Optimization exercise on an open flow, not production practice.
RTL: at most simulated, not proved equivalent.
Function not checked: runs 1 to 4, 6 and 7.
The clock port is an ideal driver here.
Power: default activity.

File: flow/flow/run.sh
#!/bin/bash
# Standard layout, with plain buffers (not delay cells) on the ports.
set -euo pipefail
export BUFFER_PORTS_ARGS="-buffer_cell sky130_fd_sc_hd__buf_2"
bash standard.sh > standard.log 2>&1
File: flow/standard.sh
#!/bin/bash
# synth_recipe.tcl (not shown) runs the flow's synth.tcl, then flattens the netlist and writes it again
# the make line also repeats each setting of config.mk as NAME=value (left out here)
make -C /OpenROAD-flow-scripts/flow DESIGN_CONFIG=/design/flow/config.mk WORK_HOME=/design/flow/orfs CLKGATE_MAP_FILE= SYNTH_SCRIPT=/design/flow/synth_recipe.tcl "${@:-finish}"
File: flow/config.mk
export PLATFORM = sky130hd
export DESIGN_NAME = fpadder
export DESIGN_NICKNAME = fpadder
export VERILOG_FILES = /design/flow/design.v
export SDC_FILE = /design/flow/constraint.sdc
export NUM_CORES = 4
export LEC_CHECK = 0
export ABC_AREA = 1
export CAP_MARGIN = 20
export CORE_MARGIN = 2
export CORE_UTILIZATION = 50
export CTS_BUF_LIST = sky130_fd_sc_hd__clkbuf_4 sky130_fd_sc_hd__clkbuf_8
export CTS_CLUSTER_DIAMETER = 80
export CTS_CLUSTER_SIZE = 50
export SETUP_SLACK_MARGIN = 2.3
export SLEW_MARGIN = 20
export TNS_END_PERCENT = 0
File: flow/constraint.sdc
create_clock -name core_clock -period 4.0 [get_ports {clk}]
set_input_delay 0.8000 -clock core_clock [delete_from_list [all_inputs] [get_ports {clk}]]
set_output_delay 0.8000 -clock core_clock [all_outputs]
set_load 0.01 [all_outputs]
File: flow/design.v
module fpadder(input [15:0] A, input [15:0] B, input clk, input rst, output reg [15:0] C);
wire [5:0] dbo = {1'b0, A[14:10]} - {1'b0, B[14:10]};
wire [4:0] dba = B[14:10] - A[14:10];
reg        sa1, sb1, abig1;
reg [4:0]  eb1, ad1;
reg [9:0]  ma1, mb1;
always @(posedge clk) begin
	sa1   <= A[15];
	sb1   <= B[15];
	abig1 <= ~dbo[5] & ((|dbo[4:0]) | (A[9:0] > B[9:0]));
	eb1   <= B[14:10];
	ad1   <= dbo[5] ? dba : dbo[4:0];
	ma1   <= A[9:0];
	mb1   <= B[9:0];
end
wire [9:0]  xm1 = abig1 ? ma1 : mb1;
wire [9:0]  ym1 = abig1 ? mb1 : ma1;
wire [10:0] ys = {1'b1, ym1} >> ad1[3:0];
wire [10:0] yv = ad1[4] ? 11'd0 : ys;
wire        sub1 = sa1 ^ sb1;
reg        sign2, sub2;
reg [4:0]  exp2;    
reg [9:0]  xm2;
reg [10:0] ym2;
always @(posedge clk) begin
	sign2 <= abig1 ? sa1 : sb1;
	sub2  <= sub1;
	exp2  <= eb1 + (abig1 ? ad1 : 5'd0) + 5'd1;
	xm2   <= xm1 ^ {10{sub1}};
	ym2   <= yv;
end
wire [11:0] t = {sub2, ~sub2, xm2} + {1'b0, ym2};
wire [11:0] s = t ^ {12{sub2}};
reg        sign3;
reg [4:0]  exp3;    
reg [11:0] s3;
always @(posedge clk) begin
	sign3 <= sign2;
	exp3  <= exp2;
	s3    <= s;
end
reg [3:0] k;
always @(*) begin
	casez (s3[11:1])
	11'b1??????????: k = 4'd0;
	11'b01?????????: k = 4'd1;
	11'b001????????: k = 4'd2;
	11'b0001???????: k = 4'd3;
	11'b00001??????: k = 4'd4;
	11'b000001?????: k = 4'd5;
	11'b0000001????: k = 4'd6;
	11'b00000001???: k = 4'd7;
	11'b000000001??: k = 4'd8;
	11'b0000000001?: k = 4'd9;
	11'b00000000001: k = 4'd10;
	default:         k = 4'd1;
	endcase
end
wire [12:0] w = {s3, 1'b0} << k;
wire [2:0] el  = {1'b0, exp3[1:0]} - {1'b0, k[1:0]};
wire [2:0] eh0 = exp3[4:2] - {1'b0, k[3:2]};
wire [2:0] eh1 = exp3[4:2] - {1'b0, k[3:2]} - 3'd1;
wire zero = ~sign3 && exp3 == 5'd1 && s3 == 12'h800;
reg        sign4, b4;
reg [2:0]  eh04, eh14;
reg [1:0]  el4;
reg [9:0]  m4;
always @(posedge clk) begin
	sign4 <= sign3;
	m4    <= w[11:2];
	el4   <= {el[1], el[0] & ~zero};
	eh04  <= eh0;
	eh14  <= eh1;
	b4    <= el[2];
end
always @(*)
	C = {sign4, b4 ? eh14 : eh04, el4, m4};
endmodule
==> impl_results.md, run 1 <==
- Via Count: 3892
- Drt pass-1 iters: 5
- Mapped Nets: 670
- All-Layer GR Usage: 0.197
- Synth top area share: 0.402
- RSZ-0062 raised after global routing: yes
- Final worst-path cycle share: 0.494
- Seq cells post-synth: 99
- Cell variety after synth: 41
- Rel. slew slack: 0.529
- Worst EP required: 3200 ps
- EDFF count, synth: 0
- Clock Skew: 14.0 ps
- Count leader, synth: nand2_1
- Vias per std cell: 4.93
- Global-route wire length before repair: 16500 um
- Hold-fix buffers, CTS: 0
- Post-DP HPWL: 7460 um
- Worst-Skew Late Latency: 360 ps
- Die Wd: 103 um
- Synth area leaders: dfxtp_1, ha_1, nand2_1, xor2_1, inv_1
- Largest net degree at the start of global routing: 32
- Status: no timing/DRC/antenna violations
- GRT overflow: 0
- Crit. End Element: output pin
- DR iter-0 viols: 99
- PwrDens: 721 mW/mm2
- Synthesized area: 0.00493 mm2
- Port Buffers: 48
- Max FO, Critical Path: 3
- Synth area leader: dfxtp_1
- Sequential area share after synthesis: 0.402
- Worst-Margin Slew: 706 ps
- Die Area: 0.0107 mm2
- R2R depth: 10
- TritonCTS clock tree: yes
- Nets: 728
- Predominant post-synthesis flop cell: dfxtp_1
- Clock root buffer: clkbuf_8
- CP Class: reg -> out
- TritonCTS Sinks: 99
- Syn Inst Count: 593
- Worst vdd ir: 0.272 mV
- CTS H-tree lvls: 3
- Leak: 0.00292 uW
- Clock Tree Buf Depth: 2
- CTS clk-pin slew, worst paths: 90 ps
- Ys async rst share: 0
- Core area: 0.00968 mm2
- Design Power: 4190 uW
- Maximum clock rate: 506 MHz
- Final setup violation count: 0
- Initial cell density of the core: 0.509
- Critical path startpoint category: flop
- Share of post-route cells with drive strength above 1: 0.224
- I/O pin count: 50
- Antenna Cells: 0
- Final wirelength: 9660 um
- Avg Cell Area, Syn: 8.31 um2
- Setup TNS: 0 ps
- Arr. time, crit path: 1180 ps
- Hold violation total from the final report: 0
- DIE HEIGHT: 103 um
- Max-Cap Viols: 0
- DR WL/cell: 12.2 um
- # rows: 36
- Crit path time final: 1980 ps
- Antenna-violating nets left: 0
- Hold Path Depth: 0
- YS warnings: 1
- Initial antenna violation count: 0
- Pins Over Slew Limit: 0
- Vias in the first global route: 3731
- P&R area growth vs syn: 18.0%
- Hold crit path type: reg -> reg
- Detailed-route DRC error count: 0
- Most frequent cells after synthesis: nand2_1, dfxtp_1, inv_1, nand3_1, o21ai_0
- CTS buffer count: 9
- Global placer's final weighted congestion: 0.847
## registers in the layout (all words and copies together) (netlist names), 2 cells and up
name and cells:
m4 10, mb1 10, s3 12, exp2 5, xm2 10, el4 2
ym2 11, eb1 5, ma1 10, ad1 5, eh14 3, exp3 5
eh04 3
## routing by layer
layer	GRT usage	wire, um
met1	0.221	4050
met4	0.0749	189
met5	0	0
met3	0.0349	319
met2	0.369	5100
## area by class of cell
cell class / instances / area [um2]
multi-input cells: 393 / 2700
fillers: 886 / 3870
flip-flops and latches: 99 / 2010
repair buffers: 64 / 402
inverters: 84 / 320
well taps: 133 / 166
clock inverters: 6 / 87.6
clock buffers: 10 / 131
## where the power goes
part	internal (uW)	switching, uW
combinational	850	1140
clock	360	334
sequential	1310	204
## worst max-delay path: stages (launching register included)
cell and delay [ps]:
dfxtp_4 380, mux2_4 310, buf_6 120
## layout by cell type, fill, tap and decap left out, types with 5 or more instances in the layout
| cell type | count |
|---|---|
| nand2_1 | 103 |
| dfxtp_1 | 88 |
| inv_1 | 72 |
| buf_2 | 44 |
| nand3_1 | 40 |
| o21ai_0 | 39 |
| xor2_1 | 34 |
| ha_1 | 33 |
| a21oi_1 | 25 |
| nor2_1 | 22 |
| buf_4 | 14 |
| nand3_2 | 10 |
| inv_2 | 9 |
| clkbuf_8 | 9 |
| nor2_4 | 8 |
| xnor2_1 | 7 |
| o21bai_1 | 6 |
| dfxtp_4 | 6 |
| nand2_2 | 5 |
| nand4_1 | 5 |
| mux2i_1 | 5 |
| dfxtp_2 | 5 |
| buf_6 | 5 |
## what timing repair did
action / 4_1_cts / 5_1_grt
buffers inserted: 13 / 3
endpoints found under the setup margin: 51 / 40
resized for setup: 37 / 19
pin swaps: 9 / 10
## through the flow
stage	worst slack (ps)	cell area (um2)	util	cells	hold slack (ps)
after detailed placement	1620	5280	0.545	757	312
after CTS	2020	5730	0.591	786	334
final	2020	5820	0.601	789	332
after global placement	1690	5270	0.545	757	312
after floorplan	1910	4970	-	593	310
after global routing	1970	5820	0.601	789	339
## kinds of logic after synthesis
| group | synth area share |
|---|---|
| mux | 0.0170 |
| fa+ha+maj | 0.118 |
| buf+inv | 0.0833 |
| simple gates | 0.202 |
| compound gates | 0.103 |
| xor+xnor | 0.0746 |
| flops | 0.402 |
## final timing paths
check | startpoint | end | slack [ps]
worst min register to register | exp2[2]$_DFF_P_ | exp3[2]$_DFF_P_ | 330
worst min-delay path | exp2[2]$_DFF_P_ | exp3[2]$_DFF_P_ | 330
worst max register to register | s3[7]$_DFF_P_ | eh14[2]$_DFF_P_ | 2050
worst max-delay path | b4$_DFF_P_ | C[12] | 2020
==> run 2: changes to the inputs <==
--- a/flow/design.v
+++ b/flow/design.v
@@ -59,9 +59,9 @@
 wire [12:0] w = {s3, 1'b0} << k;
-wire [2:0] el  = {1'b0, exp3[1:0]} - {1'b0, k[1:0]};
-wire [2:0] eh0 = exp3[4:2] - {1'b0, k[3:2]};
-wire [2:0] eh1 = exp3[4:2] - {1'b0, k[3:2]} - 3'd1;
+wire [3:0] el  = {1'b0, exp3[2:0]} - {1'b0, k[2:0]};
+wire [1:0] eh0 = exp3[4:3] - {1'b0, k[3]};
+wire [1:0] eh1 = exp3[4:3] - {1'b0, k[3]} - 2'd1;
 wire zero = ~sign3 && exp3 == 5'd1 && s3 == 12'h800;
 reg        sign4, b4;
-reg [2:0]  eh04, eh14;
-reg [1:0]  el4;
+reg [1:0]  eh04, eh14;
+reg [2:0]  el4;
 reg [9:0]  m4;
@@ -70,6 +70,6 @@
 	m4    <= w[11:2];
-	el4   <= {el[1], el[0] & ~zero};
+	el4   <= {el[2:1], el[0] & ~zero};
 	eh04  <= eh0;
 	eh14  <= eh1;
-	b4    <= el[2];
+	b4    <= el[3];
 end
--- a/flow/config.mk
+++ b/flow/config.mk
@@ -10,3 +10,3 @@
 export CORE_MARGIN = 2
-export CORE_UTILIZATION = 50
+export CORE_UTILIZATION = 65
 export CTS_BUF_LIST = sky130_fd_sc_hd__clkbuf_4 sky130_fd_sc_hd__clkbuf_8
@@ -14,3 +14,3 @@
 export CTS_CLUSTER_SIZE = 50
-export SETUP_SLACK_MARGIN = 2.3
+export SETUP_SLACK_MARGIN = 2.0
 export SLEW_MARGIN = 20
==> run 2 against run 1 <==
Total power is 5.1% lower. Clock skew is 1.8 ps higher. Non-clock buffer count fell by 2. Sequential power down 3%. Synthesized area is 0.61% lower. Clock power fell by 16%. Worst hold slack lost 17 ps. Worst setup slack worse by 79 ps. Die area decreased by 23%. Global-route usage is 4.3 points higher. Count of clock-buffer cells in the layout is 1 lower.
==> impl_results.md, run 2 <==
- Sequential area share after synthesis: 0.400 (was 0.402)
- RSZ-0062 raised after global routing: yes (unchanged)
- Critical path startpoint category: flop (unchanged)
- Worst vdd ir: 0.271 mV (was 0.272 mV)
- R2R Path Start: s3[5]$_DFF_P_ (was s3[7]$_DFF_P_)
- YS warnings: 1 (unchanged)
- Post-route insts no fill: 768 (was 789)
- Cell variety after synth: 41 (unchanged)
- Regs by FF count: s3: 12 flops, ym2: 11 flops (unchanged)
- Rel. slew slack: 0.671 (was 0.529)
- Clock root buffer: clkbuf_8 (unchanged)
- EDFF count, synth: 0 (unchanged)
- Hold violation total from the final report: 0 (unchanged)
- Largest Register: s3 (unchanged)
- Worst EP required: 4260 ps (was 3200 ps)
- CTS clk-pin slew, worst paths: 100 ps (was 90 ps)
- Worst-Margin Slew: 492 ps (was 706 ps)
- Maximum clock rate: 486 MHz (was 506 MHz)
- Final wirelength: 9750 um (was 9660 um)
- Crit. End Element: flop (was output pin)
- Ys async rst share: 0 (unchanged)
- Hold-fix buffers, CTS: 0 (unchanged)
- Hold EP: sign3$_DFF_P_ (was exp3[2]$_DFF_P_)
- Status: no timing/DRC/antenna violations (unchanged)
- Final core occ: 0.765 (was 0.601)
- Post-DP HPWL: 7620 um (was 7460 um)
- Vias in the first global route: 3844 (was 3731)
- Hold Path Depth: 0 (unchanged)
- Clock Tree Buf Depth: 2 (unchanged)
- Antenna-violating nets left: 0 (unchanged)
- Worst r2r dst: el4[2]$_DFF_P_ (was eh14[2]$_DFF_P_)
- Combinational power share: 0.483 (was 0.474)
- Vias per std cell: 5.14 (was 4.93)
- Worst-Skew Late Latency: 360 ps (about the same)
- P_int: 2290 uW (was 2520 uW)
- I/O pin count: 50 (unchanged)
- Final worst-path cycle share: 0.514 (was 0.494)
- Hold_sp: sign2$_DFF_P_ (was exp2[2]$_DFF_P_)
- All-Layer GR Usage: 0.240 (was 0.197)
- Clock Skew: 15.8 ps (was 14.0 ps)
- Nets: 741 (was 728)
- Synth area leader: dfxtp_1 (unchanged)
- Leak: 0.00282 uW (was 0.00292 uW)
- Setup TNS: 0 ps (unchanged)
- CP Class: reg -> reg (was reg -> out)
- Synth top area share: 0.400 (was 0.402)
- R2R depth: 11 (was 10)
- DR iter-0 viols: 116 (was 99)
- P&R area growth vs syn: 13.8% (was 18.0%)
- CTS buffer count: 9 (unchanged)
- NetSw: 1680 uW (was 1670 uW)
- DR WL/cell: 12.7 um (was 12.2 um)
- Largest register FFs: 12 (unchanged)
- GRT overflow: 0 (unchanged)
- Final setup violation count: 0 (unchanged)
- CTS H-tree lvls: 3 (unchanged)
- Antenna Cells: 0 (unchanged)
- Port Buffers: 48 (unchanged)
- Drt pass-1 iters: 5 (unchanged)
- Max-Cap Viols: 0 (unchanged)
- Largest net degree at the start of global routing: 32 (unchanged)
- Most frequent cells in the layout: nand2_1, dfxtp_1, inv_1 (unchanged)
- Synthesized area: 0.00490 mm2 (was 0.00493 mm2)
- Syn Inst Count: 605 (was 593)
- Initial antenna violation count: 0 (unchanged)
- Global-route wire length before repair: 16200 um (was 16500 um)
- Max FO, Critical Path: 14 (was 3)
- Most frequent cells after synthesis: nand2_1, dfxtp_1, inv_1, nand3_1, o21ai_0 (unchanged)
- Pins Over Slew Limit: 0 (unchanged)
- Die Wd: 90.8 um (was 103 um)
- Arr. time, crit path: 2320 ps (was 1180 ps)
- Sequential share of power: 0.370 (was 0.360)
- Hold crit path type: reg -> reg (unchanged)
- DIE HEIGHT: 90.8 um (was 103 um)
- Via Count: 3950 (was 3892)
- Clk pwr share: 0.147 (was 0.166)
- Avg Cell Area, Syn: 8.10 um2 (was 8.31 um2)
- TritonCTS clock tree: yes (unchanged)
- Seq cells post-synth: 98 (was 99)
- Inst Count DP: 740 (was 757)
- Most common cell after layout, fill and taps aside: nand2_1 (unchanged)
- Sw Ratio: 0.423 (was 0.400)
- # rows: 31 (was 36)
- PwrDens: 713 mW/mm2 (was 721 mW/mm2)
- Global placer's final weighted congestion: 0.945 (was 0.847)
- Predominant post-synthesis flop cell: dfxtp_1 (unchanged)
- Synth area leaders: dfxtp_1, ha_1, nand2_1, inv_1, xor2_1 (was dfxtp_1, ha_1, nand2_1, xor2_1, inv_1)
- Die Area: 0.00825 mm2 (was 0.0107 mm2)
- Share of post-route cells with drive strength above 1: 0.197 (was 0.224)
- Crit path time final: 2060 ps (was 1980 ps)
- TritonCTS Sinks: 98 (was 99)
- Detailed-route DRC error count: 0 (unchanged)
- Mapped Nets: 682 (was 670)
- Initial cell density of the core: 0.672 (was 0.509)
- Count leader, synth: nand2_1 (unchanged)
- Reg-to-reg slack, setup: 1940 ps (was 2050 ps)
- Core area: 0.00729 mm2 (was 0.00968 mm2)
-- run 2: final cells by class --
type | instances | area, um2
multi-input cells | 409 | 2620
flip-flops and latches | 98 | 1980
fillers | 570 | 1720
repair buffers | 62 | 345
inverters | 84 | 332
clock buffers | 9 | 124
well taps | 99 | 124
clock inverters | 7 | 60.1
-- run 2: per-layer routing --
layer | vias up | track usage | share of wire
met1 | 1753 | 0.258 | 0.40
met4 | 0 | 0.0833 | 0.026
met5 | - | 0 | 0
met2 | 107 | 0.467 | 0.54
li1 | 2067 | - | -
met3 | 23 | 0.0417 | 0.039
-- run 2: cells by family (layout without fill, tap and decap cells) --
| kind of cell | count (synthesis) | after routing | share of synthesized area |
|---|---|---|---|
| AOI/OAI and AO/OA | 83 | 83 | 0.0973 |
| xor gates and xnor gates | 44 | 44 | 0.0787 |
| adders and majority gates | 43 | 43 | 0.117 |
| buffers and inverters | 98 | 162 | 0.0797 |
| DFF | 98 | 98 | 0.400 |
| muxes | 4 | 4 | 0.00868 |
| and+or+nand+nor | 235 | 235 | 0.218 |
-- run 2: worst max path at each step --
stage                              from             end  slack, ps  cells after the start
after CTS                 s3[3]$_DFF_P_  el4[2]$_DFF_P_       1780                     10
final                     s3[5]$_DFF_P_  el4[2]$_DFF_P_       1940                     11
after floorplan                   A[10]   abig1$_DFF_P_       1940                      9
after global placement            A[10]   abig1$_DFF_P_       1680                     10
after global routing      s3[5]$_DFF_P_  el4[2]$_DFF_P_       1870                     11
after detailed placement          A[10]   abig1$_DFF_P_       1650                     10
-- run 2: what timing repair did --
| action | CTS | global route |
|---|---|---|
| setup endpoints to repair | 10 | 25 |
| setup buffers | 0 | 12 |
| resized for setup | 1 | 21 |
| pin swaps | 0 | 5 |
-- run 2: critical path, stage by stage, from the launching register on --
cell	delay, ps
dfxtp_2	370
inv_1	90
nand2_1	70
nor2_2	160
nand2_4	80
nand3_4	140
nor2_2	70
nand2_4	130
nand2_8	110
ha_2	210
fa_1	380
xnor2_1	140
-- run 2: power by group through the flow --
| stage | combinational [uW] | clock (uW) | sequential, uW |
|---|---|---|---|
| 3_5_place_dp | 1720 | 0 | 1470 |
| 5_1_grt | 2140 | 637 | 1500 |
| 4_1_cts | 1730 | 596 | 1450 |
| 3_3_place_gp | 1670 | 0 | 1460 |
| 2_1_floorplan | 1350 | 0 | 1440 |
| 6_report | 1920 | 586 | 1470 |
-- run 2: metrics by stage --
stage               hold slack, ps  area (um2)  setup WS (ps)  power (uW)
floorplan                      310        4940           1940        2790
global placement               311        5240           1680        3140
detailed placement             312        5240           1650        3200
CTS                            317        5430           1780        3770
global route                   324        5580           1870        4280
finish                         315        5580           1940        3980
==> run 3: changes to the inputs <==
--- a/flow/design.v
+++ b/flow/design.v
@@ -28,7 +28,6 @@
 	exp2  <= eb1 + (abig1 ? ad1 : 5'd0) + 5'd1;
-	xm2   <= xm1 ^ {10{sub1}};
-	ym2   <= yv;
+	xm2   <= xm1;
+	ym2   <= yv ^ {11{sub1}};
 end
-wire [11:0] t = {sub2, ~sub2, xm2} + {1'b0, ym2};
-wire [11:0] s = t ^ {12{sub2}};
+wire [12:0] s = {2'b01, xm2, 1'b1} + {sub2, ym2, sub2};
 reg        sign3;
@@ -39,3 +38,3 @@
 	exp3  <= exp2;
-	s3    <= s;
+	s3    <= s[12:1];
 end
==> run 3 against run 2 <==
Still clean. Wire length shrank 1.7%. Clock power grew 3%. Non-clock buffer count shrank 7. Worst setup slack gained 10 ps. Critical path type is now in -> reg. Largest cell class unchanged. Largest power group unchanged.
==> impl_results.md, run 3 <==
- All-Layer GR Usage: 0.238 (was 0.240)
- Avg Cell Area, Syn: 7.92 um2 (was 8.10 um2)
- Core area: 0.00721 mm2 (was 0.00729 mm2)
- Worst-Margin Slew: 714 ps (was 492 ps)
- NetSw: 1590 uW (was 1680 uW)
- Global placer's final weighted congestion: 0.892 (was 0.945)
- Layout Cell Area excl Fill: 0.00549 mm2 (was 0.00558 mm2)
- Synth area leaders: dfxtp_1, nand2_1, ha_1, nand3_1, inv_1 (was dfxtp_1, ha_1, nand2_1, inv_1, xor2_1)
- Regs by FF count: s3: 12 flops, ym2: 11 flops (unchanged)
- CP delay by family, top: adder cells (was simple AND/OR/NAND/NOR gates)
- Crit path time final: 2050 ps (was 2060 ps)
- Clock Tree Buf Depth: 2 (unchanged)
- Hold WS: 319 ps (was 315 ps)
- Via Count: 3932 (was 3950)
- Max stage delay on crit path: 400 ps (was 380 ps)
- Count leader, synth: nand2_1 (unchanged)
- Die Wd: 90.2 um (was 90.8 um)
- Ys async rst share: 0 (unchanged)
- Crit. End Element: flop (unchanged)
- Hold violation total from the final report: 0 (unchanged)
- YS warnings: 1 (unchanged)
- Nets: 740 (was 741)
- Rel. slew slack: 0.522 (was 0.671)
- Final core occ: 0.761 (was 0.765)
- Most frequent cells after synthesis: nand2_1, dfxtp_1, inv_1, nand3_1, ha_1 (was nand2_1, dfxtp_1, inv_1, nand3_1, o21ai_0)
- Seq cells post-synth: 98 (unchanged)
- Sequential share of power: 0.392 (was 0.370)
- Die Area: 0.00814 mm2 (was 0.00825 mm2)
- Largest Register: s3 (unchanged)
- RSZ-0062 raised after global routing: yes (unchanged)
- Syn Inst Count: 610 (was 605)
- Post-DP HPWL: 7410 um (was 7620 um)
- CP Class: in -> reg (was reg -> reg)
- Synthesized area: 0.00483 mm2 (was 0.00490 mm2)
- # rows: 31 (unchanged)
- Most frequent cells in the layout: nand2_1, dfxtp_1, inv_1 (unchanged)
- Detailed-route DRC error count: 0 (unchanged)
- Final wirelength: 9590 um (was 9750 um)
- Setup TNS: 0 ps (unchanged)
- Drt pass-1 iters: 5 (unchanged)
- Antenna Cells: 0 (unchanged)
- Crit-path cells: buf_2 > inv_2 > ha_4 > inv_2 > fa_2 > a21oi_2 > o21ai_2 > xnor2_2 > and3_4 > a21oi_2 (was inv_1 > nand2_1 > nor2_2 > nand2_4 > nand3_4 > nor2_2 > nand2_4 > nand2_8 > ha_2 > fa_1 > xnor2_1)
- Clk pwr share: 0.160 (was 0.147)
- Arr. time, crit path: 2280 ps (was 2320 ps)
- CP bufs+invs: 3 (was 1)
- Sw Ratio: 0.422 (was 0.423)
- Reg-to-reg slack, setup: 2070 ps (was 1940 ps)
- Share of post-route cells with drive strength above 1: 0.191 (was 0.197)
- P_int: 2180 uW (was 2290 uW)
- I/O pin count: 50 (unchanged)
- Mapped Nets: 686 (was 682)
- Synth area leader: dfxtp_1 (unchanged)
- Largest register FFs: 12 (unchanged)
- Clock root buffer: clkbuf_8 (unchanged)
- Worst vdd ir: 0.285 mV (was 0.271 mV)
- Worst-Skew Late Latency: 360 ps (about the same)
- DIE HEIGHT: 90.2 um (was 90.8 um)
- CTS clk-pin slew, worst paths: 110 ps (was 100 ps)
- Hold crit path type: reg -> reg (unchanged)
- TritonCTS Sinks: 98 (unchanged)
- Leak: 0.00276 uW (was 0.00282 uW)
- Status: no timing/DRC/antenna violations (unchanged)
- Crit path max-delay cell type: fa_2 (was fa_1)
- Vias in the first global route: 3823 (was 3844)
- Clock Skew: 14.8 ps (was 15.8 ps)
- Most common cell after layout, fill and taps aside: nand2_1 (unchanged)
- TritonCTS clock tree: yes (unchanged)
- Critical path startpoint category: input pin (was flop)
- Pins Over Slew Limit: 0 (unchanged)
- Vias per std cell: 5.12 (was 5.14)
- Global-route wire length before repair: 16000 um (was 16200 um)
- Max-Cap Viols: 0 (unchanged)
- Synth top area share: 0.406 (was 0.400)
- Predominant post-synthesis flop cell: dfxtp_1 (unchanged)
- DR iter-0 viols: 105 (was 116)
- Sequential area share after synthesis: 0.406 (was 0.400)
- CTS H-tree lvls: 3 (unchanged)
- Initial antenna violation count: 0 (unchanged)
- Port Buffers: 48 (unchanged)
- Cell variety after synth: 42 (was 41)
- EDFF count, synth: 0 (unchanged)
- Maximum clock rate: 489 MHz (was 486 MHz)
- Initial cell density of the core: 0.670 (was 0.672)
- CTS buffer count: 9 (unchanged)
- P&R area growth vs syn: 13.6% (was 13.8%)
- DR WL/cell: 12.5 um (was 12.7 um)
- Max FO, Critical Path: 2 (was 14)
- Design Power: 3770 uW (was 3980 uW)
- Largest net degree at the start of global routing: 21 (was 32)
- Worst EP required: 4230 ps (was 4260 ps)
- Final setup violation count: 0 (unchanged)
- Area post-placement: 0.00517 mm2 (was 0.00524 mm2)
- GRT overflow: 0 (unchanged)
- Combinational power share: 0.449 (was 0.483)
- Final worst-path cycle share: 0.512 (was 0.514)
- Antenna-violating nets left: 0 (unchanged)
- PwrDens: 686 mW/mm2 (was 713 mW/mm2)
-- run 3: cell types whose count changed after synthesis, moves of 5 or more --
cell,before,now
o21ai_1,1,6
xnor2_1,11,6
nor2_1,35,29
inv_1,79,71
xor2_1,33,27
nand2_1,121,151
nand3_1,46,56
o21ai_0,41,30
-- run 3: worst reg2reg max path, stage by stage, from the launching register on --
cell     delay (ps)
dfxtp_1         370
nor2_1          140
nand2_1          90
nand2_2         100
nor2_4           60
nor2_2          120
nand2_4          90
nand2_4          90
ha_1            170
inv_1            60
fa_1            380
xor2_1          170
-- run 3: kinds of logic after synthesis --
logic type	Yosys count	synth area share
adder cells (fa/ha/maj)	42	0.117
AND/OR/NAND/NOR	270	0.250
buffers and inverters	89	0.0746
AO/OA/AOI/OAI	75	0.0862
XOR/XNOR	33	0.0598
flip-flops	98	0.406
multiplexers	3	0.00699
-- run 3: power groups by stage --
stage | clock network, uW | registers, uW | logic (uW)
final | 602 | 1480 | 1690
after global routing | 663 | 1510 | 1900
after CTS | 618 | 1470 | 1640
after detailed placement | 0 | 1480 | 1610
after global placement | 0 | 1470 | 1570
after floorplan | 0 | 1460 | 1250
-- run 3: final timing paths --
check / endpoint / cells after the start / from
min reg2reg: exp3[4]$_DFF_P_ / 0 / exp2[4]$_DFF_P_
max: abig1$_DFF_P_ / 10 / A[10]
min: exp3[4]$_DFF_P_ / 0 / exp2[4]$_DFF_P_
max reg2reg: el4[2]$_DFF_P_ / 11 / s3[3]$_DFF_P_
-- run 3: per-layer routing --
layer | vias to the layer above | share of wire | global-route usage
met4 | 0 | 0.026 | 0.105
met5 | - | 0 | 0
li1 | 2072 | - | -
met2 | 91 | 0.53 | 0.440
met3 | 20 | 0.033 | 0.0344
met1 | 1749 | 0.42 | 0.273
-- run 3: repair_timing --
action                                  4_1_cts  5_1_grt
hold buffers                                  0        0
pin swaps                                     2        9
gates cloned                                  0        0
endpoints found under the setup margin        8       21
setup buffers                                 2        4
hold endpoints to repair                      0        0
gates resized for setup                       3       24
-- run 3: cell type report --
class / count / area [um2]
clock buffers: 9 / 124
clock inverters: 7 / 72.6
flip-flops and latches: 98 / 1970
multi-input cells: 423 / 2610
well taps: 99 / 124
fillers: 561 / 1720
inverters: 77 / 294
repair buffers: 55 / 293
-- run 3: stage by stage --
stage,cells,setup WS [ps]
finish,768,1950
global route,768,1900
CTS,764,1950
detailed placement,746,1520
global placement,746,1620
floorplan,610,1850
==> run 4: changes to the inputs <==
--- a/flow/design.v
+++ b/flow/design.v
@@ -2,5 +2,4 @@
 wire [5:0] dbo = {1'b0, A[14:10]} - {1'b0, B[14:10]};
-wire [4:0] dba = B[14:10] - A[14:10];
 reg        sa1, sb1, abig1;
-reg [4:0]  eb1, ad1;
+reg [4:0]  eb1, d1;
 reg [9:0]  ma1, mb1;
@@ -11,3 +10,3 @@
 	eb1   <= B[14:10];
-	ad1   <= dbo[5] ? dba : dbo[4:0];
+	d1    <= dbo[4:0];
 	ma1   <= A[9:0];
@@ -17,4 +16,5 @@
 wire [9:0]  ym1 = abig1 ? mb1 : ma1;
-wire [10:0] ys = {1'b1, ym1} >> ad1[3:0];
-wire [10:0] yv = ad1[4] ? 11'd0 : ys;
+wire [4:0]  sh1 = abig1 ? d1 : -d1;
+wire [10:0] ys = {1'b1, ym1} >> sh1[3:0];
+wire [10:0] yv = sh1[4] ? 11'd0 : ys;
 wire        sub1 = sa1 ^ sb1;
@@ -27,3 +27,3 @@
 	sub2  <= sub1;
-	exp2  <= eb1 + (abig1 ? ad1 : 5'd0) + 5'd1;
+	exp2  <= eb1 + (abig1 ? d1 : 5'd0) + 5'd1;
 	xm2   <= xm1;
@@ -58,8 +58,6 @@
 wire [12:0] w = {s3, 1'b0} << k;
-wire [3:0] el  = {1'b0, exp3[2:0]} - {1'b0, k[2:0]};
-wire [1:0] eh0 = exp3[4:3] - {1'b0, k[3]};
-wire [1:0] eh1 = exp3[4:3] - {1'b0, k[3]} - 2'd1;
+wire [3:0] el = {1'b0, exp3[2:0]} - {1'b0, k[2:0]};
 wire zero = ~sign3 && exp3 == 5'd1 && s3 == 12'h800;
-reg        sign4, b4;
-reg [1:0]  eh04, eh14;
+reg        sign4, k34, b34;
+reg [1:0]  eh4;
 reg [2:0]  el4;
@@ -70,8 +68,9 @@
 	el4   <= {el[2:1], el[0] & ~zero};
-	eh04  <= eh0;
-	eh14  <= eh1;
-	b4    <= el[3];
+	eh4   <= exp3[4:3];
+	k34   <= k[3];
+	b34   <= el[3];
 end
+wire [1:0] eh = eh4 - {1'b0, k34} - {1'b0, b34};
 always @(*)
-	C = {sign4, b4 ? eh14 : eh04, el4, m4};
+	C = {sign4, eh, el4, m4};
 endmodule
==> run 4 against run 3 <==
Count of clock-buffer cells in the layout grew 1. Sequential share of layout area grew 0.69 points. Synthesized cell count shrank 1.5%. Flip-flop and latch count shrank 1. Worst setup slack lost 660 ps. Sequential power shrank 3%. Worst hold slack gained 14 ps. Via count grew 0.69%. Final area shrank 3.3%. Maximum frequency shrank 25%. Combinational power grew 11%. Synthesized area shrank 1.1%. Critical endpoint is now C[13]. Largest cell class unchanged.
==> impl_results.md, run 4 <==
- Maximum clock rate: 369 MHz (was 489 MHz)
- Status: no timing/DRC/antenna violations (unchanged)
- Leak: 0.00271 uW (was 0.00276 uW)
- CTS clk-pin slew, worst paths: 100 ps (was 110 ps)
- CP bufs+invs: 3 (unchanged)
- EDFF count, synth: 0 (unchanged)
- Crit path time final: 2710 ps (was 2050 ps)
- Port Buffers: 48 (unchanged)
- Drt pass-1 iters: 4 (was 5)
- Max FO, Critical Path: 2 (unchanged)
- Largest Register: s3 (unchanged)
- Most frequent cells after synthesis: nand2_1, dfxtp_1, inv_1, nand3_1, ha_1 (unchanged)
- Nets: 723 (was 740)
- All-Layer GR Usage: 0.246 (was 0.238)
- Synth area leader: dfxtp_1 (unchanged)
- Core area: 0.00718 mm2 (was 0.00721 mm2)
- Most common cell after layout, fill and taps aside: nand2_1 (unchanged)
- Die Wd: 89.7 um (was 90.2 um)
- Post-DP HPWL: 7450 um (was 7410 um)
- Via Count: 3959 (was 3932)
- R2R depth: 12 (was 11)
- Worst-Skew Late Latency: 370 ps (was 360 ps)
- Setup TNS: 0 ps (unchanged)
- Antenna Cells: 0 (unchanged)
- Syn Inst Count: 601 (was 610)
- Detailed-route DRC error count: 0 (unchanged)
- Largest register FFs: 12 (unchanged)
- Max stage delay on crit path: 590 ps (was 400 ps)
- CTS buffer count: 9 (unchanged)
- Critical path startpoint category: flop (was input pin)
- Crit. End Element: output pin (was flop)
- Initial cell density of the core: 0.666 (was 0.670)
- Global placer's final weighted congestion: 0.886 (was 0.892)
- Share of post-route cells with drive strength above 1: 0.153 (was 0.191)
- Vias per std cell: 5.26 (was 5.12)
- Worst EP required: 3200 ps (was 4230 ps)
- Global-route wire length before repair: 16300 um (was 16000 um)
- Final setup violation count: 0 (unchanged)
- P&R area growth vs syn: 11.1% (was 13.6%)
- Max-Cap Viols: 0 (unchanged)
- DIE HEIGHT: 89.7 um (was 90.2 um)
- Rel. slew slack: 0.531 (was 0.522)
- Initial antenna violation count: 0 (unchanged)
- Cell variety after synth: 42 (unchanged)
- Hold Path Depth: 0 (unchanged)
- Avg Cell Area, Syn: 7.95 um2 (was 7.92 um2)
- Post-CTS Setup Bufs: 0 (was 2)
- Largest net degree at the start of global routing: 31 (was 21)
- Hold violation total from the final report: 0 (unchanged)
- Count leader, synth: nand2_1 (unchanged)
- DR WL/cell: 12.5 um (about the same)
- Die Area: 0.00805 mm2 (was 0.00814 mm2)
- GRT overflow: 0 (unchanged)
- Mapped Nets: 675 (was 686)
- Predominant post-synthesis flop cell: dfxtp_1 (unchanged)
- Worst-Margin Slew: 701 ps (was 714 ps)
- Final worst-path cycle share: 0.678 (was 0.512)
- WP depth: 6 (was 10)
- Final wirelength: 9420 um (was 9590 um)
- Synth top area share: 0.406 (about the same)
- DR iter-0 viols: 140 (was 105)
- Most frequent cells in the layout: nand2_1, dfxtp_1, inv_1 (unchanged)
- Crit path max-delay cell type: fa_1 (was fa_2)
- Worst path most repeated cell: inv_2
- TritonCTS Sinks: 97 (was 98)
- CP delay by family, top: adder cells (unchanged)
- # rows: 31 (unchanged)
- Ys async rst share: 0 (unchanged)
- Seq cells post-synth: 97 (was 98)
- Synth area leaders: dfxtp_1, nand2_1, ha_1, nand3_1, inv_1 (unchanged)
- Worst vdd ir: 0.299 mV (was 0.285 mV)
- Hold crit path type: reg -> reg (unchanged)
- YS warnings: 1 (unchanged)
- Clock Skew: 8.35 ps (was 14.8 ps)
- CTS H-tree lvls: 3 (unchanged)
- I/O pin count: 50 (unchanged)
- Sequential area share after synthesis: 0.406 (about the same)
- Clock Tree Buf Depth: 2 (unchanged)
- Crit-path cells: inv_2 > fa_1 > inv_2 > ha_4 > xor2_2 > buf_2 (was buf_2 > inv_2 > ha_4 > inv_2 > fa_2 > a21oi_2 > o21ai_2 > xnor2_2 > and3_4 > a21oi_2)
- PwrDens: 739 mW/mm2 (was 686 mW/mm2)
- Regs by FF count: s3: 12 flops, ym2: 11 flops (unchanged)
- Arr. time, crit path: 1910 ps (was 2280 ps)
- TritonCTS clock tree: yes (unchanged)
- Synthesized area: 0.00478 mm2 (was 0.00483 mm2)
- RSZ-0062 raised after global routing: yes (unchanged)
- Antenna-violating nets left: 0 (unchanged)
- CP Class: reg -> out (was in -> reg)
- Design Power: 3920 uW (was 3770 uW)
- Pins Over Slew Limit: 0 (unchanged)
- Clock root buffer: clkbuf_8 (unchanged)
- Vias in the first global route: 3814 (was 3823)
==> run 4: through the flow <==
step           cell area (um2)  utilization  setup WS (ps)  hold slack, ps  cells
2_1_floorplan             4800            -           1860             310    601
3_3_place_gp              5100        0.711           1580             313    737
3_5_place_dp              5100        0.711           1560             313    737
4_1_cts                   5300        0.738           1270             336    753
5_1_grt                   5310        0.740           1220             341    753
6_report                  5310        0.740           1290             334    753
==> run 4: worst paths after layout <==
| kind | endpoint | slack [ps] | startpoint |
|---|---|---|---|
| setup / recovery | C[13] | 1290 | eh4[0]$_DFF_P_ |
| hold / removal | exp3[3]$_DFF_P_ | 330 | exp2[3]$_DFF_P_ |
| setup reg to reg | ym2[0]$_DFF_P_ | 1670 | d1[0]$_DFF_P_ |
| hold reg to reg | exp3[3]$_DFF_P_ | 330 | exp2[3]$_DFF_P_ |
==> run 4: worst reg2reg max path, delay by kind of cell (launching register included) <==
kind,cells,cell delay (ps)
AOI/OAI and AO/OA,3,350
DFF,1,450
adders and majority gates,1,340
and+or+nand+nor,5,570
buffers and inverters,3,540
==> run 4: final cells by class <==
class                           count  area, um2
Multi-Input combinational cell    410       2480
Tap cell                           99        124
Sequential cell                    97       1940
Fill cell                         544       1870
Timing Repair Buffer               51        263
Inverter                           80        300
Clock inverter                      6       58.8
Clock buffer                       10        138
==> run 4: repair_timing <==
item	CTS	global route
pin swaps	0	2
hold buffers	0	0
resized for setup	0	7
setup endpoints to repair	18	31
==> run 4: cell families (layout without fill, tap and decap cells) <==
family,Yosys count,after routing,share of synthesized area
buf+inv,94,147,0.0804
flops,97,97,0.406
fa+ha+maj,40,40,0.113
simple gates,260,260,0.243
mux,2,2,0.00419
compound gates,75,75,0.0927
xor+xnor,33,33,0.0605
==> run 4: where the power goes <==
part / internal (uW) / switching, uW / leakage (uW)
clock: 259 / 356 / 0.0000988
combinational: 720 / 1150 / 0.00179
sequential: 1260 / 176 / 0.000818
==> run 4: routing by layer <==
metal | part of all wire | track usage | up-vias
met5 | 0 | 0 | -
met4 | 0.033 | 0.112 | 0
met3 | 0.034 | 0.0478 | 28
met2 | 0.53 | 0.467 | 102
met1 | 0.41 | 0.262 | 1783
li1 | - | - | 2046
==> run 5: changes to the inputs <==
--- a/flow/design.v
+++ b/flow/design.v
@@ -1,3 +1,2 @@
 module fpadder(input [15:0] A, input [15:0] B, input clk, input rst, output reg [15:0] C);
-wire [5:0] dbo = {1'b0, A[14:10]} - {1'b0, B[14:10]};
 reg        sa1, sb1, abig1;
@@ -8,5 +7,5 @@
 	sb1   <= B[15];
-	abig1 <= ~dbo[5] & ((|dbo[4:0]) | (A[9:0] > B[9:0]));
+	abig1 <= A[14:0] > B[14:0];
 	eb1   <= B[14:10];
-	d1    <= dbo[4:0];
+	d1    <= A[14:10] - B[14:10];
 	ma1   <= A[9:0];
@@ -58,19 +57,7 @@
 wire [12:0] w = {s3, 1'b0} << k;
-wire [3:0] el = {1'b0, exp3[2:0]} - {1'b0, k[2:0]};
+wire [5:0]  en = {exp3, 1'b1} + {1'b1, ~k, 1'b1};    
+wire [4:0]  e = en[5:1];
 wire zero = ~sign3 && exp3 == 5'd1 && s3 == 12'h800;
-reg        sign4, k34, b34;
-reg [1:0]  eh4;
-reg [2:0]  el4;
-reg [9:0]  m4;
-always @(posedge clk) begin
-	sign4 <= sign3;
-	m4    <= w[11:2];
-	el4   <= {el[2:1], el[0] & ~zero};
-	eh4   <= exp3[4:3];
-	k34   <= k[3];
-	b34   <= el[3];
-end
-wire [1:0] eh = eh4 - {1'b0, k34} - {1'b0, b34};
-always @(*)
-	C = {sign4, eh, el4, m4};
+always @(posedge clk)
+	C <= {sign3, e[4:1], e[0] & ~zero, w[11:2]};
 endmodule
==> flow/flow/run.sh (replaced) <==
#!/bin/bash
# Standard layout, with plain buffers (not delay cells) on the ports and a
# second setup repair after clock tree synthesis.
set -euo pipefail
export BUFFER_PORTS_ARGS="-buffer_cell sky130_fd_sc_hd__buf_2"
export POST_CTS_TCL="$PWD/flow/extra_repair.tcl"
bash standard.sh > standard.log 2>&1
==> flow/flow/extra_repair.tcl (new file) <==
# A second setup repair after CTS, from where the first one stopped.
estimate_parasitics -placement
repair_timing -setup -setup_margin $::env(SETUP_SLACK_MARGIN) -repair_tns 0 -verbose
detailed_placement
--- a/flow/config.mk
+++ b/flow/config.mk
@@ -10,3 +10,3 @@
 export CORE_MARGIN = 2
-export CORE_UTILIZATION = 65
+export CORE_UTILIZATION = 40
 export CTS_BUF_LIST = sky130_fd_sc_hd__clkbuf_4 sky130_fd_sc_hd__clkbuf_8
@@ -14,3 +14,3 @@
 export CTS_CLUSTER_SIZE = 50
-export SETUP_SLACK_MARGIN = 2.0
+export SETUP_SLACK_MARGIN = 2.3
 export SLEW_MARGIN = 20
==> run 5 against run 4 <==
Critical path depth is 4 higher. Sequential power hardly changed. Flip-flop and latch count is 2 lower. Core utilization is 25 points lower. Clock skew is 1.6 ps higher. Worst setup slack better by 850 ps. First-iteration DRC count is 30% higher. Critical endpoint is now C[14]$_DFF_P_. Largest cell class unchanged.
==> impl_results.md, run 5 <==
- I/O pin count: 50 (unchanged)
- Global placer's final weighted congestion: 0.857 (was 0.886)
- Detailed-route DRC error count: 0 (unchanged)
- Core area: 0.0115 mm2 (was 0.00718 mm2)
- DR iter-0 viols: 182 (was 140)
- Vias in the first global route: 3830 (was 3814)
- Die Wd: 113 um (was 89.7 um)
- Maximum clock rate: 538 MHz (was 369 MHz)
- RSZ-0062 raised after global routing: yes (unchanged)
- Rel. slew slack: 0.415 (was 0.531)
- Die Area: 0.0127 mm2 (was 0.00805 mm2)
- Hold WS: 319 ps (was 334 ps)
- Final wirelength: 9470 um (was 9420 um)
- Status: no timing/DRC/antenna violations (unchanged)
- Crit. End Element: flop (was output pin)
- Predominant post-synthesis flop cell: dfxtp_1 (unchanged)
- Hold violation total from the final report: 0 (unchanged)
- Worst vdd ir: 0.338 mV (was 0.299 mV)
- Count leader, synth: nand2_1 (unchanged)
- Crit path time final: 1860 ps (was 2710 ps)
- Sequential share of power: 0.364 (was 0.365)
- Worst-Margin Slew: 875 ps (was 701 ps)
- Initial cell density of the core: 0.412 (was 0.666)
- Via Count: 3939 (was 3959)
- Combinational power share: 0.480 (was 0.478)
- All-Layer GR Usage: 0.156 (was 0.246)
- Antenna Cells: 0 (unchanged)
- Largest Register: C (was s3)
- Max FO, Critical Path: 4 (was 2)
- NetSw: 1580 uW (was 1690 uW)
- Final setup violation count: 0 (unchanged)
- Worst-Skew Late Latency: 370 ps (about the same)
- Clk pwr share: 0.155 (was 0.157)
- Most frequent cells in the layout: nand2_1, dfxtp_1, inv_1 (unchanged)
- Setup ws final: 2140 ps (was 1290 ps)
- P&R area growth vs syn: 18.1% (was 11.1%)
- CP Class: reg -> reg (was reg -> out)
- Hold crit path type: reg -> reg (unchanged)
- Avg Cell Area, Syn: 7.93 um2 (was 7.95 um2)
- Pre-CTS setup slack: 1380 ps (was 1560 ps)
- Ys async rst share: 0 (unchanged)
- Synth top area share: 0.403 (was 0.406)
- Worst EP required: 4300 ps (was 3200 ps)
- Vias per std cell: 4.88 (was 5.26)
- Max-Cap Viols: 0 (unchanged)
- Crit-path cells: nor2_4 > nand2_2 > nor2_4 > nand2_2 > nand4_4 > nand2_8 > ha_4 > fa_2 > o21ai_2 > xnor2_1 (was inv_2 > fa_1 > inv_2 > ha_4 > xor2_2 > buf_2)
- Sw Ratio: 0.408 (was 0.430)
- # rows: 39 (was 31)
- Leak: 0.00275 uW (was 0.00271 uW)
- FILL cells: 1120 (was 544)
- DIE HEIGHT: 113 um (was 89.7 um)
- DR WL/cell: 11.7 um (was 12.5 um)
- Synth area leader: dfxtp_1 (unchanged)
- Mapped Nets: 669 (was 675)
- Setup TNS: 0 ps (unchanged)
- Synthesized area: 0.00472 mm2 (was 0.00478 mm2)
- Pins Over Slew Limit: 0 (unchanged)
- Seq cells post-synth: 95 (was 97)
- Antenna-violating nets left: 0 (unchanged)
- Global-route wire length before repair: 16100 um (was 16300 um)
- Port Buffers: 48 (unchanged)
- CTS clk-pin slew, worst paths: 90 ps (was 100 ps)
- Max stage delay on crit path: 370 ps (was 590 ps)
- Cell variety after synth: 40 (was 42)
- YS warnings: 1 (unchanged)
- Crit path max-delay cell type: dfxtp_4 (was fa_1)
- Final worst-path cycle share: 0.464 (was 0.678)
- TritonCTS clock tree: yes (unchanged)
- Critical path startpoint category: flop (unchanged)
- P_int: 2290 uW (was 2240 uW)
- EDFF count, synth: 0 (unchanged)
- TritonCTS Sinks: 95 (was 97)
- Post-DP HPWL: 7500 um (was 7450 um)
- PwrDens: 694 mW/mm2 (was 739 mW/mm2)
- Largest register FFs: 16 (was 12)
- GRT overflow: 0 (unchanged)
- Most common cell after layout, fill and taps aside: nand2_1 (unchanged)
- Most frequent cells after synthesis: nand2_1, dfxtp_1, inv_1, nand3_1, ha_1 (unchanged)
- Sequential area share after synthesis: 0.403 (was 0.406)
- Clock Skew: 9.94 ps (was 8.35 ps)
- Arr. time, crit path: 2150 ps (was 1910 ps)
- Regs by FF count: C: 16 flops, s3: 12 flops, ym2: 11 flops (was s3: 12 flops, ym2: 11 flops)
- Largest net degree at the start of global routing: 33 (was 31)
- Syn Inst Count: 596 (was 601)
- Synth area leaders: dfxtp_1, nand2_1, ha_1, nand3_1, inv_1 (unchanged)
- Drt pass-1 iters: 4 (unchanged)
- Initial antenna violation count: 0 (unchanged)
- Share of post-route cells with drive strength above 1: 0.218 (was 0.153)
- Nets: 732 (was 723)
-- run 5: changes by cell type after synthesis, sizes merged, moves of 3 or more --
cell | before | now
o21ai | 28 | 36
a21oi | 25 | 31
nor2 | 32 | 26
xor2 | 26 | 20
inv | 79 | 74
nand2 | 146 | 149
nand3 | 59 | 62
-- run 5: layout make-up --
cell class                 instances  area, um2  share of cell area
multi-input combinational        414       2600               0.466
sequential                        95       1940               0.347
timing repair buffer              65        384              0.0688
inverter                          74        289              0.0518
clock buffer                      13        179              0.0321
tap                              143        179              0.0321
clock inverter                     3       15.0             0.00269
-- run 5: worst paths after layout --
check                 start            end  slack, ps  cells past startpoint
min           sign2$_DFF_P_  sign3$_DFF_P_        320                      0
max reg2reg  s3[10]$_DFF_P_  C[14]$_DFF_P_       2140                     10
min reg2reg   sign2$_DFF_P_  sign3$_DFF_P_        320                      0
max          s3[10]$_DFF_P_  C[14]$_DFF_P_       2140                     10
-- run 5: logic make-up (layout without fill, tap and decap cells) --
family                     after synthesis  after routing  synth area share
xor gates and xnor gates                29             29            0.0554
AOI/OAI and AO/OA                       83             83            0.0977
and+or+nand+nor                        263            263             0.258
DFF                                     95             95             0.403
adders and majority gates               39             39             0.110
buffers and inverters                   87            155            0.0763
-- run 5: critical path: cells and delay by family (launching register included) --
| family | cells | cell delay [ps] |
|---|---|---|
| AOI/OAI and AO/OA | 1 | 130 |
| adders and majority gates | 2 | 510 |
| xor gates and xnor gates | 1 | 120 |
| DFF | 1 | 370 |
| and+or+nand+nor | 6 | 650 |
-- run 5: power by group through the flow --
stage	sequential, uW	combinational [uW]	clock, uW
floorplan	1420	1290	0
global route	1440	2090	658
finish	1410	1860	602
global placement	1430	1640	0
detailed placement	1430	1660	0
-- run 5: layer usage --
metal  up-vias  share of wire  track usage
met5         -              0            0
met1      1761           0.43        0.175
met4         0          0.023       0.0740
met2        83           0.51        0.284
met3        18          0.038       0.0308
li1       2077              -            -
-- run 5: per-stage QoR --
stage	util	cells	instance area [um2]	total power, uW
finish	0.487	807	5580	3870
global route	0.487	807	5580	4190
detailed placement	0.446	775	5120	3100
global placement	0.446	775	5120	3070
floorplan	-	596	4780	2720
==> run 6: changes to the inputs <==
==> flow/design.v (replaced) <==
module fpadder(input [15:0] A, input [15:0] B, input clk, input rst, output reg [15:0] C);
reg        sa1, sb1, abig1;
reg [4:0]  exp1, d1;
reg [9:0]  ma1, mb1;
always @(posedge clk) begin
	sa1   <= A[15];
	sb1   <= B[15];
	abig1 <= A[14:0] > B[14:0];
	exp1  <= (A[14:10] > B[14:10]) ? A[14:10] : B[14:10];
	d1    <= A[14:10] - B[14:10];
	ma1   <= A[9:0];
	mb1   <= B[9:0];
end
wire [9:0]  x  = abig1 ? ma1 : mb1;
wire [9:0]  y  = abig1 ? mb1 : ma1;
wire [4:0]  ad = abig1 ? d1 : -d1;           
wire [10:0] ys = {1'b1, y} >> ad[3:0];
reg        sign2, sub2;
reg [4:0]  exp2;
reg [9:0]  xm2;
reg [10:0] ym2;
always @(posedge clk) begin
	sign2 <= abig1 ? sa1 : sb1;
	sub2  <= sa1 ^ sb1;
	exp2  <= exp1;
	xm2   <= x;
	ym2   <= ad[4] ? 11'd0 : ys;
end
reg        sign3;
reg [4:0]  exp3;
reg [11:0] s3;
always @(posedge clk) begin
	sign3 <= sign2;
	exp3  <= exp2;
	s3    <= {1'b0, 1'b1, xm2} + ({1'b0, ym2} ^ {12{sub2}}) + {11'd0, sub2};
end
reg [3:0] k;
always @(*) begin
	casez (s3[11:1])
	11'b1??????????: k = 4'd0;
	11'b01?????????: k = 4'd1;
	11'b001????????: k = 4'd2;
	11'b0001???????: k = 4'd3;
	11'b00001??????: k = 4'd4;
	11'b000001?????: k = 4'd5;
	11'b0000001????: k = 4'd6;
	11'b00000001???: k = 4'd7;
	11'b000000001??: k = 4'd8;
	11'b0000000001?: k = 4'd9;
	11'b00000000001: k = 4'd10;
	default:         k = 4'd1;
	endcase
end
wire [12:0] w = {s3, 1'b0} << k;
wire [4:0]  e = exp3 + 5'd1 - {1'b0, k};
wire zero = ~sign3 && exp3 == 5'd0 && s3 == 12'h800;
always @(posedge clk)
	C <= {sign3, e[4:1], e[0] & ~zero, w[11:2]};
endmodule
==> flow/run.sh (new file) <==
#!/bin/bash
# synth_recipe.tcl (not shown) runs the flow's synth.tcl, then flattens the netlist and writes it again
# the make line also repeats each setting of config.mk as NAME=value (left out here)
make -C /OpenROAD-flow-scripts/flow DESIGN_CONFIG=/design/flow/config.mk WORK_HOME=/design/flow/orfs CLKGATE_MAP_FILE= SYNTH_SCRIPT=/design/flow/synth_recipe.tcl finish
==> flow/config.mk (replaced) <==
export PLATFORM = sky130hd
export DESIGN_NAME = fpadder
export DESIGN_NICKNAME = fpadder
export VERILOG_FILES = /design/flow/design.v
export SDC_FILE = /design/flow/constraint.sdc
export NUM_CORES = 4
export LEC_CHECK = 0
export CAP_MARGIN = 20
export CORE_MARGIN = 2
export CORE_UTILIZATION = 40
export SETUP_SLACK_MARGIN = 2.0
export SLEW_MARGIN = 20
removed: flow/flow/run.sh
removed: flow/flow/extra_repair.tcl
removed: flow/standard.sh
==> run 6 against run 5 <==
Still clean. Global-route usage increased by 0.56 points. Register-to-register slack worse by 440 ps. Sequential share of layout area is 3.4 points lower. Synthesized cell count down 27%. Total power grew 17%. Count of clock-buffer cells in the layout fell by 4. Clock skew decreased by 1.3 ps. Wire length up 1.6%. Critical path depth is 1 lower. Core utilization up 7.9 points. Critical path type unchanged. Critical endpoint is now C[12]$_DFF_P_.
==> impl_results.md, run 6 <==
- Status: no timing/DRC/antenna violations (unchanged)
- Synth top area share: 0.426 (was 0.403)
- Most frequent cells after synthesis: dfxtp_1, inv_1, ha_1, nor2_1, a21oi_1 (was nand2_1, dfxtp_1, inv_1, nand3_1, ha_1)
- Crit-path cells: or4_4 > o221ai_4 > inv_2 > ha_4 > inv_2 > ha_4 > inv_2 > fa_2 > inv_1 (was nor2_4 > nand2_2 > nor2_4 > nand2_2 > nand4_4 > nand2_8 > ha_4 > fa_2 > o21ai_2 > xnor2_1)
- Synth Area in Compound Gates: 0.135 (was 0.0977)
- Worst-Skew Late Latency: 360 ps (was 370 ps)
- Avg Cell Area, Syn: 10.3 um2 (was 7.93 um2)
- Final worst-path cycle share: 0.574 (was 0.464)
- Syn Inst Count: 435 (was 596)
- Vias per std cell: 5.03 (was 4.88)
- Final setup violation count: 0 (unchanged)
- Mapped Nets: 505 (was 669)
- YS warnings: 1 (unchanged)
- Largest net degree at the start of global routing: 18 (was 33)
- Synth area leaders: dfxtp_1, ha_1, mux4_2, mux2_2, mux2i_1 (was dfxtp_1, nand2_1, ha_1, nand3_1, inv_1)
- # rows: 38 (was 39)
- Sequential area share after synthesis: 0.426 (was 0.403)
- CP bufs+invs: 4 (was 0)
- Crit path max-delay cell type: or4_4 (was dfxtp_4)
- Clock Tree Buf Depth: 2
- Worst path most repeated cell: inv_2
- Max-Cap Viols: 0 (unchanged)
- Post-synthesis adder-cell area fraction: 0.106 (was 0.110)
- Synthesized area: 0.00446 mm2 (was 0.00472 mm2)
- Rel. slew slack: 0.672 (was 0.415)
- Max stage delay on crit path: 580 ps (was 370 ps)
- Predominant post-synthesis flop cell: dfxtp_1 (unchanged)
- Post-DP HPWL: 6590 um (was 7500 um)
- Final wirelength: 9630 um (was 9470 um)
- Nets: 605 (was 732)
- Most common cell after layout, fill and taps aside: dfxtp_1 (was nand2_1)
- Core area: 0.0109 mm2 (was 0.0115 mm2)
- Hold violation total from the final report: 0 (unchanged)
- TritonCTS clock tree: yes (unchanged)
- Port Buffers: 48 (unchanged)
- Antenna Cells: 0 (unchanged)
- Global placer's final weighted congestion: 0.983 (was 0.857)
- Hold crit path type: reg -> reg (unchanged)
- Initial antenna violation count: 0 (unchanged)
- Count leader, synth: dfxtp_1 (was nand2_1)
- Setup TNS: 0 ps (unchanged)
- Largest Register: C (unchanged)
- Worst-Margin Slew: 492 ps (was 875 ps)
- Largest register FFs: 16 (unchanged)
- Arr. time, crit path: 2560 ps (was 2150 ps)
- I/O pin count: 50 (unchanged)
- Die Area: 0.0120 mm2 (was 0.0127 mm2)
- CP delay by family, top: adder cells (was simple AND/OR/NAND/NOR gates)
- Area post-placement: 0.00519 mm2 (was 0.00512 mm2)
- Setup ws final: 1710 ps (was 2140 ps)
- Global-route wire length before repair: 15000 um (was 16100 um)
- Crit path time final: 2290 ps (was 1860 ps)
- Max FO, Critical Path: 4 (unchanged)
- CP Class: reg -> reg (unchanged)
- PwrDens: 736 mW/mm2 (was 694 mW/mm2)
- CTS clk-pin slew, worst paths: 90 ps (about the same)
- DR WL/cell: 14.2 um (was 11.7 um)
- Critical path startpoint category: flop (unchanged)
- Drt pass-1 iters: 4 (unchanged)
- Share of post-route cells with drive strength above 1: 0.324 (was 0.218)
- Simple-Gate Fraction of Synth Area: 0.103 (was 0.258)
- Synth area leader: dfxtp_1 (unchanged)
- Pins Over Slew Limit: 0 (unchanged)
- Vias in the first global route: 3353 (was 3830)
- Via Count: 3418 (was 3939)
- Main combinational cell family by area after synthesis: compound AO/OA/AOI/OAI gates (was simple AND/OR/NAND/NOR gates)
- Mux cell area share after synthesis: 0.123 (was 0)
- CTS buffer count: 9
- Crit. End Element: flop (unchanged)
- Antenna-violating nets left: 0 (unchanged)
- Maximum clock rate: 436 MHz (was 538 MHz)
- CTS H-tree lvls: 3
- Final core occ: 0.565 (was 0.487)
- Xor and xnor area share after synthesis: 0.0589 (was 0.0553)
- Worst vdd ir: 0.329 mV (was 0.338 mV)
- DR iter-0 viols: 80 (was 182)
- Clock Skew: 8.68 ps (was 9.94 ps)
- Seq cells post-synth: 95 (unchanged)
- Layout Cell Area excl Fill: 0.00616 mm2 (was 0.00558 mm2)
- GRT overflow: 0 (unchanged)
- Leak: 0.00265 uW (was 0.00275 uW)
- RSZ-0062 raised after global routing: yes (unchanged)
- Die Wd: 110 um (was 113 um)
- EDFF count, synth: 0 (unchanged)
- Pre-CTS setup slack: 953 ps (was 1380 ps)
- Regs by FF count: C: 16 flops, s3: 12 flops, ym2: 11 flops (unchanged)
- TritonCTS Sinks: 95 (unchanged)
- Initial cell density of the core: 0.410 (was 0.412)
- Worst EP required: 4270 ps (was 4300 ps)
- Clock root buffer: clkbuf_8
- P&R area growth vs syn: 37.9% (was 18.1%)
- DIE HEIGHT: 110 um (was 113 um)
- Detailed-route DRC error count: 0 (unchanged)
- Most frequent cells in the layout: dfxtp_1, buf_4, inv_1 (was nand2_1, dfxtp_1, inv_1)
- Hold-fix buffers, CTS: 0
- Cell variety after synth: 53 (was 40)
- All-Layer GR Usage: 0.162 (was 0.156)
- Ys async rst share: 0 (unchanged)
[run 6: cell type report]
type                    count  area [um2]
fillers                   933        4730
multi-input cells         290        2760
flip-flops and latches     95        1930
repair buffers            101         936
well taps                 140         175
inverters                  38         158
clock buffers               9         124
clock inverters             7        78.8
[run 6: path summary, 6_finish.rpt]
path,from,depth (start not counted),to,slack (ps)
worst max-delay path,s3[9]$_DFF_P_,9,C[12]$_DFF_P_,1710
worst min-delay path,exp1[4]$_DFF_P_,0,exp2[4]$_DFF_P_,330
worst min register to register,exp1[4]$_DFF_P_,0,exp2[4]$_DFF_P_,330
worst max register to register,s3[9]$_DFF_P_,9,C[12]$_DFF_P_,1710
[run 6: kinds of logic after synthesis]
logic type / Yosys count
simple gates: 93
xor+xnor: 30
buf+inv: 50
compound gates: 90
fa+ha+maj: 36
flops: 95
mux: 41
[run 6: through the flow]
step,power (uW),instances,hold WS (ps)
floorplan,2720,435,310
global placement,3130,613,313
detailed placement,3160,613,312
CTS,4170,666,334
global route,4850,680,341
finish,4530,680,334
[run 6: worst reg2reg max path: stages (launching register included)]
cell,delay (ps)
dfxtp_2,350
or4_4,580
o221ai_4,220
inv_2,80
ha_4,220
inv_2,60
ha_4,120
inv_2,40
fa_2,510
inv_1,40
[run 6: what timing repair did]
item                                    4_1_cts  5_1_grt
cloned                                        0        1
buffers inserted                             37       13
endpoints found under the setup margin       56       32
resized for setup                            98       44
pin swaps                                    41       25
[run 6: where the power goes]
group / switching [uW] / internal, uW / leakage (uW)
registers: 201 / 1220 / 0.000801
logic: 1160 / 1310 / 0.00175
clock network: 348 / 297 / 0.0000982
total: 1710 / 2820 / 0.00265
[run 6: routing by layer]
| metal | vias to the layer above | share of wire | wire [um] | track usage |
|---|---|---|---|---|
| li1 | 1735 | - | - | - |
| met1 | 1596 | 0.41 | 3930 | 0.173 |
| met2 | 68 | 0.54 | 5150 | 0.293 |
| met3 | 19 | 0.035 | 340 | 0.0468 |
| met4 | 0 | 0.021 | 204 | 0.0750 |
| met5 | - | 0 | 0 | 0 |
==> run 7: changes to the inputs <==
--- a/flow/config.mk
+++ b/flow/config.mk
@@ -10,3 +10,2 @@
 export CORE_UTILIZATION = 40
-export SETUP_SLACK_MARGIN = 2.0
 export SLEW_MARGIN = 20
==> run 7 against run 6 <==
Clock skew down 1.1 ps. Total power down 15%. Largest cell class unchanged. Register-to-register slack worse by 600 ps. Highest routed layer unchanged. Die area unchanged. Flip-flop and latch count unchanged. Sequential share of layout area up 4.4 points. Wire length down 18%. Final area down 13%. Final cell count down 7.5%.
==> impl_results.md, run 7 <==
- Status: no timing/DRC/antenna violations (unchanged)
- Maximum clock rate: 346 MHz (was 436 MHz)
- Clock Tree Buf Depth: 2 (unchanged)
- Cell variety after synth: 53 (unchanged)
- Most frequent cells after synthesis: dfxtp_1, inv_1, ha_1, nor2_1, a21oi_1 (unchanged)
- Post-DP HPWL: 6360 um (was 6590 um)
- Regs by FF count: C: 16 flops, s3: 12 flops, ym2: 11 flops (unchanged)
- Post-CTS sizing: 0 (was 98)
- Predominant post-synthesis flop cell: dfxtp_1 (unchanged)
- Combinational power share: 0.430 (was 0.545)
- Port Buffers: 48 (unchanged)
- Vias per std cell: 5.02 (was 5.03)
- Most frequent cells in the layout: dfxtp_1, clkdlybuf4s50_1, inv_1 (was dfxtp_1, buf_4, inv_1)
- CTS H-tree lvls: 3 (unchanged)
- Synth area leaders: dfxtp_1, ha_1, mux4_2, mux2_2, mux2i_1 (unchanged)
- Hold-fix buffers, CTS: 0 (unchanged)
- P_int: 2500 uW (was 2820 uW)
- Initial antenna violation count: 0 (unchanged)
- DR WL/cell: 12.5 um (was 14.2 um)
- Final setup violation count: 0 (unchanged)
- P&R area growth vs syn: 19.4% (was 37.9%)
- Arr. time, crit path: 3150 ps (was 2560 ps)
- Synth top area share: 0.426 (unchanged)
- Worst-Skew Late Latency: 360 ps (about the same)
- Hold violation total from the final report: 0 (unchanged)
- Leak: 0.00228 uW (was 0.00265 uW)
- All-Layer GR Usage: 0.144 (was 0.162)
- Nets: 554 (was 605)
- Pre-CTS setup slack: 817 ps (was 953 ps)
- RSZ-0062 raised after global routing: no (was yes)
- Antenna Cells: 0 (unchanged)
- Setup TNS: 0 ps (unchanged)
- Mapped Nets: 505 (unchanged)
- Clock Skew: 7.61 ps (was 8.68 ps)
- Worst EP required: 4260 ps (was 4270 ps)
- Final worst-path cycle share: 0.723 (was 0.574)
- Clk pwr share: 0.208 (was 0.142)
- Sequential share of power: 0.362 (was 0.313)
- Worst-Margin Slew: 781 ps (was 492 ps)
- TritonCTS clock tree: yes (unchanged)
- Crit path time final: 2890 ps (was 2290 ps)
- Share of post-route cells with drive strength above 1: 0.110 (was 0.324)
- TritonCTS Sinks: 95 (unchanged)
- Seq cells post-synth: 95 (unchanged)
- Final core occ: 0.489 (was 0.565)
- YS warnings: 1 (unchanged)
- Largest Register: C (unchanged)
- Critical path startpoint category: flop (unchanged)
- CTS buffer count: 9 (unchanged)
- Pins Over Slew Limit: 0 (unchanged)
- CP Class: reg -> reg (unchanged)
- Crit. End Element: flop (unchanged)
- Avg Cell Area, Syn: 10.3 um2 (unchanged)
- Hold crit path type: reg -> reg (unchanged)
- Die Area: 0.0120 mm2 (unchanged)
- Worst vdd ir: 0.295 mV (was 0.329 mV)
- I/O pin count: 50 (unchanged)
- Antenna-violating nets left: 0 (unchanged)
- Sequential area share after synthesis: 0.426 (unchanged)
- Synth area leader: dfxtp_1 (unchanged)
- Core area: 0.0109 mm2 (unchanged)
- Inst Count DP: 613 (unchanged)
- Syn Inst Count: 435 (unchanged)
- DR iter-0 viols: 76 (was 80)
- Synthesized area: 0.00446 mm2 (unchanged)
- Most common cell after layout, fill and taps aside: dfxtp_1 (unchanged)
- Post-route insts no fill: 629 (was 680)
- NetSw: 1350 uW (was 1710 uW)
- Die Wd: 110 um (unchanged)
- Ys async rst share: 0 (unchanged)
- Count leader, synth: dfxtp_1 (unchanged)
- Final wirelength: 7870 um (was 9630 um)
- CTS clk-pin slew, worst paths: 90 ps (about the same)
- Largest register FFs: 16 (unchanged)
- Global-route wire length before repair: 13500 um (was 15000 um)
- Largest net degree at the start of global routing: 18 (unchanged)
- Post-CTS Setup Bufs: 0 (was 37)
- Sw Ratio: 0.351 (was 0.377)
- Design Power: 3850 uW (was 4530 uW)
- DIE HEIGHT: 110 um (unchanged)
- Max FO, Critical Path: 17 (was 4)
- Setup ws final: 1110 ps (was 1710 ps)
- PwrDens: 722 mW/mm2 (was 736 mW/mm2)
- Detailed-route DRC error count: 0 (unchanged)
- Max-Cap Viols: 0 (unchanged)
- # rows: 38 (unchanged)
- EDFF count, synth: 0 (unchanged)
- Rel. slew slack: 0.477 (was 0.672)
- Vias in the first global route: 3053 (was 3353)
- Via Count: 3157 (was 3418)
- Clock root buffer: clkbuf_8 (unchanged)
- GRT overflow: 0 (unchanged)
- Global placer's final weighted congestion: 0.901 (was 0.983)
- Drt pass-1 iters: 4 (unchanged)
- Initial cell density of the core: 0.410 (unchanged)
run 7: cell counts after synthesis:
Identical to the previous run, type by type.
run 7: cell type report:
type,count,area (um2)
clock buffer,9,124
clock inverter,7,144
fill,1012,5560
inverter,38,143
multi-input combinational,290,2350
sequential,95,1900
tap,140,175
timing repair buffer,50,495
run 7: layer usage:
metal / global-route usage / routed length [um] / vias to the layer above
met4: 0.0750 / 271 / 0
met1: 0.162 / 3370 / 1431
met5: 0 / 0 / -
met2: 0.256 / 3950 / 69
met3: 0.0314 / 286 / 25
li1: - / - / 1632
run 7: power groups by stage:
stage | registers [uW] | clock network (uW) | logic (uW)
after floorplan | 1380 | 0 | 1250
after global placement | 1410 | 0 | 1640
after detailed placement | 1420 | 0 | 1650
after CTS | 1400 | 823 | 1670
after global routing | 1430 | 859 | 1860
final | 1390 | 801 | 1650
run 7: cell families (layout without fill, tap and decap cells):
group,count (synthesis),count (layout),synth area share
XOR/XNOR,30,30,0.0589
flip-flops,95,95,0.426
multiplexers,41,41,0.123
adder cells (fa/ha/maj),36,36,0.106
AND/OR/NAND/NOR,93,93,0.103
AO/OA/AOI/OAI,90,90,0.135
buffers and inverters,50,104,0.0485
run 7: path summary, 6_finish.rpt:
| path | from | endpoint | slack [ps] | cells after the start |
|---|---|---|---|---|
| setup / recovery | s3[5]$_DFF_P_ | C[13]$_DFF_P_ | 1110 | 9 |
| hold / removal | exp2[1]$_DFF_P_ | exp3[1]$_DFF_P_ | 330 | 0 |
| setup reg to reg | s3[5]$_DFF_P_ | C[13]$_DFF_P_ | 1110 | 9 |
| hold reg to reg | exp2[1]$_DFF_P_ | exp3[1]$_DFF_P_ | 330 | 0 |
run 7: worst max-delay path: stages, from the launching register on:
cell,delay [ps]
dfxtp_1,510
or4_4,220
nor3b_2,40
o31ai_1,400
o21a_1,620
ha_1,270
ha_1,160
inv_1,50
fa_1,370
xnor2_1,130
run 7: per-stage QoR:
step	instance area (um2)	hold slack, ps
2_1_floorplan	4460	310
3_3_place_gp	5060	312
3_5_place_dp	5060	312
4_1_cts	5330	328
5_1_grt	5330	329
6_report	5330	329
